This design comes from an exercise in tuning for small area on the open sky130 flow, not from production work. Where RTL was checked, it was by simulation tests only, not by an equivalence proof against the original. Power is estimated from default activity; no workload was simulated.

==> inputs of v31 <==
// cpu
module cpu
    #(
        parameter OPTION_RESET_ADDR = 32'hbfc00000,
        parameter OPTION_TRAP_ADDR =  32'hbfc00180
    )
    (
        input               CLK,
        input               RESET_I,
        output      [31:0]  CADDR_O,
        output      [1:0]   CTRANS_O,
        input       [31:0]  CRDATA_I,
        input               CREADY_I,
        input       [1:0]   CRESP_I,
        output      [31:0]  DADDR_O,
        output      [1:0]   DTRANS_O,
        output      [2:0]   DSIZE_O,
        input       [31:0]  DRDATA_I,
        output      [31:0]  DWDATA_O,
        output              DWRITE_O,
        input               DREADY_I,
        input       [1:0]   DRESP_I,
        input       [4:0]   HWIRQ_I,
        input               STALL_I
    );
Settings: LEC_CHECK=0, CAP_MARGIN=20, CORE_MARGIN=2, CORE_UTILIZATION=40, SETUP_SLACK_MARGIN=0.5, SLEW_MARGIN=20, SYNTH_HIERARCHICAL=1, SYNTH_MINIMUM_KEEP_SIZE=0; clock period 11.0 ns.
standard.sh (not shown) runs the stock make flow with config.mk's settings and CLKGATE_MAP_FILE= SYNTH_SCRIPT=/design/flow/synth_recipe.tcl, a recipe that flattens the netlist after the stock synthesis.
==> flow/flow/run.sh <==
#!/bin/bash
# Standard ORFS layout, with clock tree synthesis that inserts no dummy loads
# and smaller port buffers. Each tool's output is in orfs/logs/; make's own
# output is in make.log.
set -euo pipefail
export CTS_ARGS="-sink_clustering_enable -repair_clock_nets -dont_use_dummy_load"
export BUFFER_PORTS_ARGS="-buffer_cell sky130_fd_sc_hd__buf_2"
bash standard.sh > make.log 2>&1
==> inputs of v27, as changes to v31 <==
--- a/flow/design.v
+++ b/flow/design.v
@@ -262,14 +262,14 @@
         4'b0001: s2_excode = 5'b01000;
         default: s2_excode = 5'b00000;
         endcase
     end
     wire s2_trap = (|s2_break_syscall) | s2_trap_cop_unusable | s2_irq_final;
     wire s2_skip_seq_instr = s2_trap | s2_eret;
-    wire [29:0] s2_pc_branch_hi = s12r_pc[31:2] + {{14{s12r_ir[15]}}, s12r_ir[15:0]} + 30'd1;
-    wire [31:0] s2_pc_branch = {s2_pc_branch_hi, s12r_pc[1:0]};
+    wire [31:0] s2_pc_branch;
+    cpu_badd u_badd (.pc(s12r_pc), .imm(s12r_ir[15:0]), .q(s2_pc_branch));
     wire [31:0] s2_pc_jump = {s01r_pc[31:28], s12r_ir[25:0], 2'b00};
     wire s2_te   = s2_trap | s2_eret;
     wire s2_f_jr = ~s2_te & (s2_flow_sel == 2'b01);
     wire s2_f_j  = ~s2_te & (s2_flow_sel == 2'b10);
     wire s2_f_b  = ~s2_te & (s2_flow_sel == 2'b11);
     wire s2_f_br = s2_f_b & s2_bxx_cond_val;
@@ -407,30 +407,34 @@
         end
     end
     assign DADDR_O = s23r_mem_addr;
     assign DTRANS_O = s23r_mem_trans;
     assign DSIZE_O = {1'b0, s23r_mem_size};
     assign DWRITE_O = s23r_store_en;
-    reg [31:0] s3_load_data;
-    always @(*) begin
-        case ({s23r_mem_size, s23r_mem_addr[1:0]})
-        4'b0011: s3_load_data = DRDATA_I[7:0];
-        4'b0010: s3_load_data = DRDATA_I[15:8];
-        4'b0001: s3_load_data = DRDATA_I[23:16];
-        4'b0000: s3_load_data = DRDATA_I[31:24];
-        4'b0110: s3_load_data = DRDATA_I[15:0];
-        4'b0100: s3_load_data = DRDATA_I[31:16];
-        default: s3_load_data = DRDATA_I;
-        endcase
-        if (~s23r_load_exz) begin
-            case (s23r_mem_size)
-            2'b00: s3_load_data[31:8] = {24{s3_load_data[7]}};
-            2'b01: s3_load_data[31:16] = {16{s3_load_data[15]}};
-            endcase
-        end
-    end
+    wire [1:0]  s3_sz = s23r_mem_size;
+    wire [1:0]  s3_ad = s23r_mem_addr[1:0];
+    wire        s3_byte = (s3_sz == 2'b00);
+    wire        s3_half = (s3_sz == 2'b01);
+    wire        s3_b0 = s3_byte & (s3_ad == 2'd0);
+    wire        s3_b1 = s3_byte & (s3_ad == 2'd1);
+    wire        s3_b2 = s3_byte & (s3_ad == 2'd2);
+    wire        s3_b3 = s3_byte & (s3_ad == 2'd3);
+    wire        s3_h0 = s3_half & (s3_ad == 2'd0);
+    wire        s3_h2 = s3_half & (s3_ad == 2'd2);
+    wire        s3_w  = s3_sz[1] | (s3_half & s3_ad[0]);    
+    wire        s3_sx = ~s23r_load_exz;
+    wire        s3_sgnb = (DRDATA_I[31] & s3_b0) | (DRDATA_I[23] & s3_b1) |
+                          (DRDATA_I[15] & s3_b2) | (DRDATA_I[7] & s3_b3);
+    wire        s3_sgnh = s3_h0 ? DRDATA_I[31] : DRDATA_I[15];
+    wire [31:0] s3_load_data;
+    assign s3_load_data[7:0] = ({8{s3_b0}} & DRDATA_I[31:24]) | ({8{s3_b1 | s3_h0}} & DRDATA_I[23:16]) |
+                               ({8{s3_b2}} & DRDATA_I[15:8]) | ({8{s3_b3 | s3_h2 | s3_w}} & DRDATA_I[7:0]);
+    assign s3_load_data[15:8] = ({8{s3_h0}} & DRDATA_I[31:24]) | ({8{s3_h2 | s3_w}} & DRDATA_I[15:8]) |
+                                {8{s3_byte & s3_sx & s3_sgnb}};
+    assign s3_load_data[31:16] = ({16{s3_sz[1] | (s3_half & s3_ad[0] & ~s3_sx)}} & DRDATA_I[31:16]) |
+                                 {16{(s3_byte & s3_sx & s3_sgnb) | (s3_half & s3_sx & s3_sgnh)}};
     reg        s34r_wb_csr_en;
     reg [3:0]  s34r_csr_xindex;
     reg        s34r_trap;
     reg        s34r_eret;
     reg [4:0]  s34r_excode;
     always @(posedge CLK) begin
@@ -568,6 +572,23 @@
     cpu_aoi222 u1 (.a0(sel[3]), .b0(d[3]), .a1(sel[4]), .b1(d[4]), .a2(sel[5]), .b2(d[5]), .y(t1));
     cpu_nand2 u2 (.a(t0), .b(t1), .y(q));
 endmodule
 module cpu_nand2(input a, input b, output y);
     assign y = ~(a & b);
 endmodule
+module cpu_badd(input [31:0] pc, input [15:0] imm, output [31:0] q);
+    wire [16:0] lo = {1'b0, pc[17:2]} + {1'b0, imm} + 17'd1;
+    wire [13:0] hi = pc[31:18];
+    wire        up = lo[16] & ~imm[15];
+    wire        dn = ~lo[16] & imm[15];
+    wire [13:0] t1, t0;      
+    assign t1[0] = 1'b1;
+    assign t0[0] = 1'b1;
+    genvar i;
+    generate
+        for (i = 1; i < 14; i = i + 1) begin : g_t
+            assign t1[i] = t1[i-1] & hi[i-1];
+            assign t0[i] = t0[i-1] & ~hi[i-1];
+        end
+    endgenerate
+    assign q = {hi ^ ((t1 & {14{up}}) | (t0 & {14{dn}})), lo[15:0], pc[1:0]};
+endmodule
==> flow/flow/run.sh (replaced) <==
#!/bin/bash
# Standard ORFS layout with three changes:
#  - ABC maps for area (a copy of the ORFS scripts with its own ABC script),
#  - clock tree synthesis without dummy loads, with mid-size buffers in
#    small clusters,
#  - smaller port buffers.
# Each tool's output is in orfs/logs/; make's own output is in make.log.
set -euo pipefail
rm -rf scripts_abc
cp -r "$FLOW_HOME/scripts" scripts_abc
printf '%s\n' '&get -n' '&st' '&syn2' '&dch' '&nf -a' '&st' '&syn2' '&dch' '&nf -a' '&put' 'topo' 'stime -c' \
    > scripts_abc/abc_speed.script
export SCRIPTS_DIR="$PWD/scripts_abc"
export CTS_ARGS="-sink_clustering_enable -repair_clock_nets -dont_use_dummy_load -buf_list sky130_fd_sc_hd__clkbuf_8 -sink_clustering_size 16 -sink_clustering_max_diameter 50"
export BUFFER_PORTS_ARGS="-buffer_cell sky130_fd_sc_hd__buf_1"
bash standard.sh > make.log 2>&1
- CAP_MARGIN: 20 -> 0
- SETUP_SLACK_MARGIN: 0.5 -> 0.3
- SLEW_MARGIN: 20 -> 0
==> comparison table <==
quantity	v31	v27
Status	finished clean	finished clean
Adder-cell share of the synthesized area	0.0198	0.0181
Metal1 wirelength	100,000 um	98,500 um
Clk Latency, worst-skew pair	0.81 ns	0.94 ns
Cell area after layout	73,700 um^2	70,900 um^2
Combined flip-flop and latch cell area	39,400 um^2	39,400 um^2
Total length of routed met3 wires	35,700 um	35,800 um
Placed wire-length estimate	185,000 um	192,000 um
Smallest setup slack after layout	0.779 ns	0.493 ns
Proportion of cell area spent on the clock network	0.0516	0.0276
Count of filler cells inserted in the layout	14,509	14,051
Fraction of met2 tracks used by global routing	0.500	0.514
Proportion of netlist area held by the largest area contributor	0.515	0.528
Resize count post-CTS	1	2
Post-synthesis simple-gate area fraction	0.0963	0.0921

========
==> inputs of v29 <==
Another version of the RTL of cpu (not shown whole).
export LEC_CHECK = 0
export CAP_MARGIN = 0
export CORE_MARGIN = 2
export CORE_UTILIZATION = 40
export PLACE_DENSITY = 0.72
export SETUP_SLACK_MARGIN = 0.3
export SLEW_MARGIN = 0
export SYNTH_HIERARCHICAL = 1
export SYNTH_MINIMUM_KEEP_SIZE = 0
create_clock -name core_clock -period 11.0 [get_ports {CLK}]
==> flow/flow/run.sh <==
#!/bin/bash
# Standard ORFS layout with three changes:
#  - ABC maps for area (a copy of the ORFS scripts with its own ABC script),
#  - clock tree synthesis without dummy loads, with mid-size buffers in
#    small clusters,
#  - smaller port buffers.
# Each tool's output is in orfs/logs/; make's own output is in make.log.
set -euo pipefail
rm -rf scripts_abc
cp -r "$FLOW_HOME/scripts" scripts_abc
printf '%s\n' '&get -n' '&st' '&syn2' '&dch' '&nf -a' '&st' '&syn2' '&dch' '&nf -a' '&put' 'topo' 'stime -c' \
    > scripts_abc/abc_speed.script
export SCRIPTS_DIR="$PWD/scripts_abc"
export CTS_ARGS="-sink_clustering_enable -repair_clock_nets -dont_use_dummy_load -buf_list sky130_fd_sc_hd__clkbuf_8 -sink_clustering_size 18 -sink_clustering_max_diameter 60"
export BUFFER_PORTS_ARGS="-buffer_cell sky130_fd_sc_hd__buf_1"
bash standard.sh > make.log 2>&1
==> v33: changes against v29 <==
--- a/flow/config.mk
+++ b/flow/config.mk
@@ -9,5 +9,4 @@
 export CORE_MARGIN = 2
 export CORE_UTILIZATION = 40
-export PLACE_DENSITY = 0.72
 export SETUP_SLACK_MARGIN = 0.3
 export SLEW_MARGIN = 0
==> qor summary <==
quantity	v29	v33
Outcome	no timing/DRC/antenna violations	no timing/DRC/antenna violations
Signal buffers	391	406
Fraction of standard cell area in multi-input logic	33.28%	33.33%
Beginning of the worst register-to-register path	s12r_ir[16]$_SDFFE_PP0N_	s23r_rd_index[2]$_SDFFCE_PP1N_
Portion of total power attributed to the clock network	21.6%	22.4%
Met1 wire length	86.36 mm	97.84 mm
Worst hold slack after final layout	0.4353 ns	0.3986 ns
Share of final-layout standard cells stronger than drive strength 1	9.535%	10.21%
Wire length on met3	41.74 mm	35.94 mm
Final std cells w/o fill	7062	7091
Met2 wire len	111.9 mm	120.7 mm
CP Launch Point	s12r_ir[16]$_SDFFE_PP0N_	s12r_ir[23]$_SDFFE_PP0N_
Sequential standard cell area	39560 µm²	39570 µm²
Number of vias per cell after detailed routing	7.547	7.430
Share of total power in combinational logic	21.4%	21.0%

========
==> inputs of onyx <==
cpu, a different RTL version from the one above (not shown whole).
Settings: LEC_CHECK=0, CAP_MARGIN=20, CORE_MARGIN=2, CORE_UTILIZATION=40, SETUP_SLACK_MARGIN=0.5, SLEW_MARGIN=20, SYNTH_HIERARCHICAL=1, SYNTH_MINIMUM_KEEP_SIZE=0; clock period 11.0 ns.
==> flow/flow/run.sh <==
#!/bin/bash
# Standard ORFS layout, with clock tree synthesis that inserts no dummy loads
# and smaller port buffers. Each tool's output is in orfs/logs/; make's own
# output is in make.log.
set -euo pipefail
export CTS_ARGS="-sink_clustering_enable -repair_clock_nets -dont_use_dummy_load"
export BUFFER_PORTS_ARGS="-buffer_cell sky130_fd_sc_hd__buf_2"
bash standard.sh > make.log 2>&1
==> violet (differences from onyx) <==
==> flow/run.sh (new file) <==
#!/bin/bash
# synth_recipe.tcl (not shown) runs the flow's synth.tcl, then flattens the netlist and writes it again
# the make line also repeats each setting of config.mk as NAME=value (left out here)
make -C /OpenROAD-flow-scripts/flow DESIGN_CONFIG=/design/flow/config.mk WORK_HOME=/design/flow/orfs CLKGATE_MAP_FILE= SYNTH_SCRIPT=/design/flow/synth_recipe.tcl finish
removed: flow/flow/run.sh
removed: flow/standard.sh
==> results.cfg <==
[routing]
dr_wl_met3_um = 41200
drt-initial-drc-count = 12445
via_per_inst = 7.05

[power_and_ir_drop]
power_frac_comb_pct = 23.5
sequentialPowerShare_pct = 43.6
p_sw_share_pct = 33.1

[cells_and_area]
buffers = 445
clkbuf_count = 206

[outcome]
outcome = no timing/DRC/antenna violations

[cts]
post_cts_buffers = 12

[critical_path]
cp.depth = 25
r2r_slack_ps = 2650
r2r_cells = 28

[timing]
finalCritPeriodShare_pct = 94.4
max_freq_mhz = 96.3

[worst_hold_path]
hold_start = s23r_csr_xindex[3]$_DFFE_PN_

[global_routing]
track_usage_pct = 34.1
(the above is from violet)
==> results.cfg <==
[power_and_ir_drop]
p_sw_share_pct = 33.0

[timing]
max_freq_mhz = 96.8
finalCritPeriodShare_pct = 93.9

[outcome]
outcome = no timing/DRC/antenna violations

[routing]
drt-initial-drc-count = 12529
via_per_inst = 7.12

[cells_and_area]
clkbuf_count = 153
buffers = 428

[critical_path]
r2r_slack_ps = 2320
(the above is from onyx)
No run of this note included a check of the RTL's function; only the layout flow was run.

## re-timing with driven ports
How much do the figures lean on ideal ports? The routed layouts below were timed once more, with nothing changed but the port constraints. Step 1 (the two cells are an assumption about what drives the block):
set clk [get_ports {CLK}]
set_driving_cell -lib_cell sky130_fd_sc_hd__clkbuf_16 $clk
set_driving_cell -lib_cell sky130_fd_sc_hd__buf_2 [delete_from_list [all_inputs] $clk]
Step 2, shift: input delay + t, output delay - t, t = (earliest + latest rising clock arrival at the registers) / 2. This alone moves slack from input paths to output paths. a / b / c = no drivers / after step 1 / after step 2; a / b = the first two.
| run | t (ns) | setup slack, ns | hold WS [ns] | clock arrival spread, ns | worst register clock-pin slew, ns |
|---|---|---|---|---|---|
| v31 | 0.855 | 0.779 / 0.690 / 1.545 | 0.327 / 0.327 / 0.327 | 0.097 / 0.097 | 0.06 / 0.06 |
| v27 | 0.978 | 0.493 / 0.412 / 0.953 | 0.314 / 0.314 / 0.314 | 0.119 / 0.119 | 0.10 / 0.10 |
| v29 | 0.935 | 0.384 / 0.295 / 1.178 | 0.435 / 0.435 / 0.435 | 0.124 / 0.124 | 0.12 / 0.12 |
| v33 | 0.970 | 0.370 / 0.296 / 0.976 | 0.399 / 0.399 / 0.399 | 0.220 / 0.220 | 0.12 / 0.12 |
| onyx | 0.871 | 0.671 / 0.580 / 1.451 | 0.317 / 0.317 / 0.317 | 0.126 / 0.126 | 0.06 / 0.06 |
| violet | 0.906 | 0.619 / 0.534 / 1.440 | 0.335 / 0.335 / 0.335 | 0.058 / 0.058 | 0.08 / 0.08 |
After both steps setup and hold are still met in every run listed.
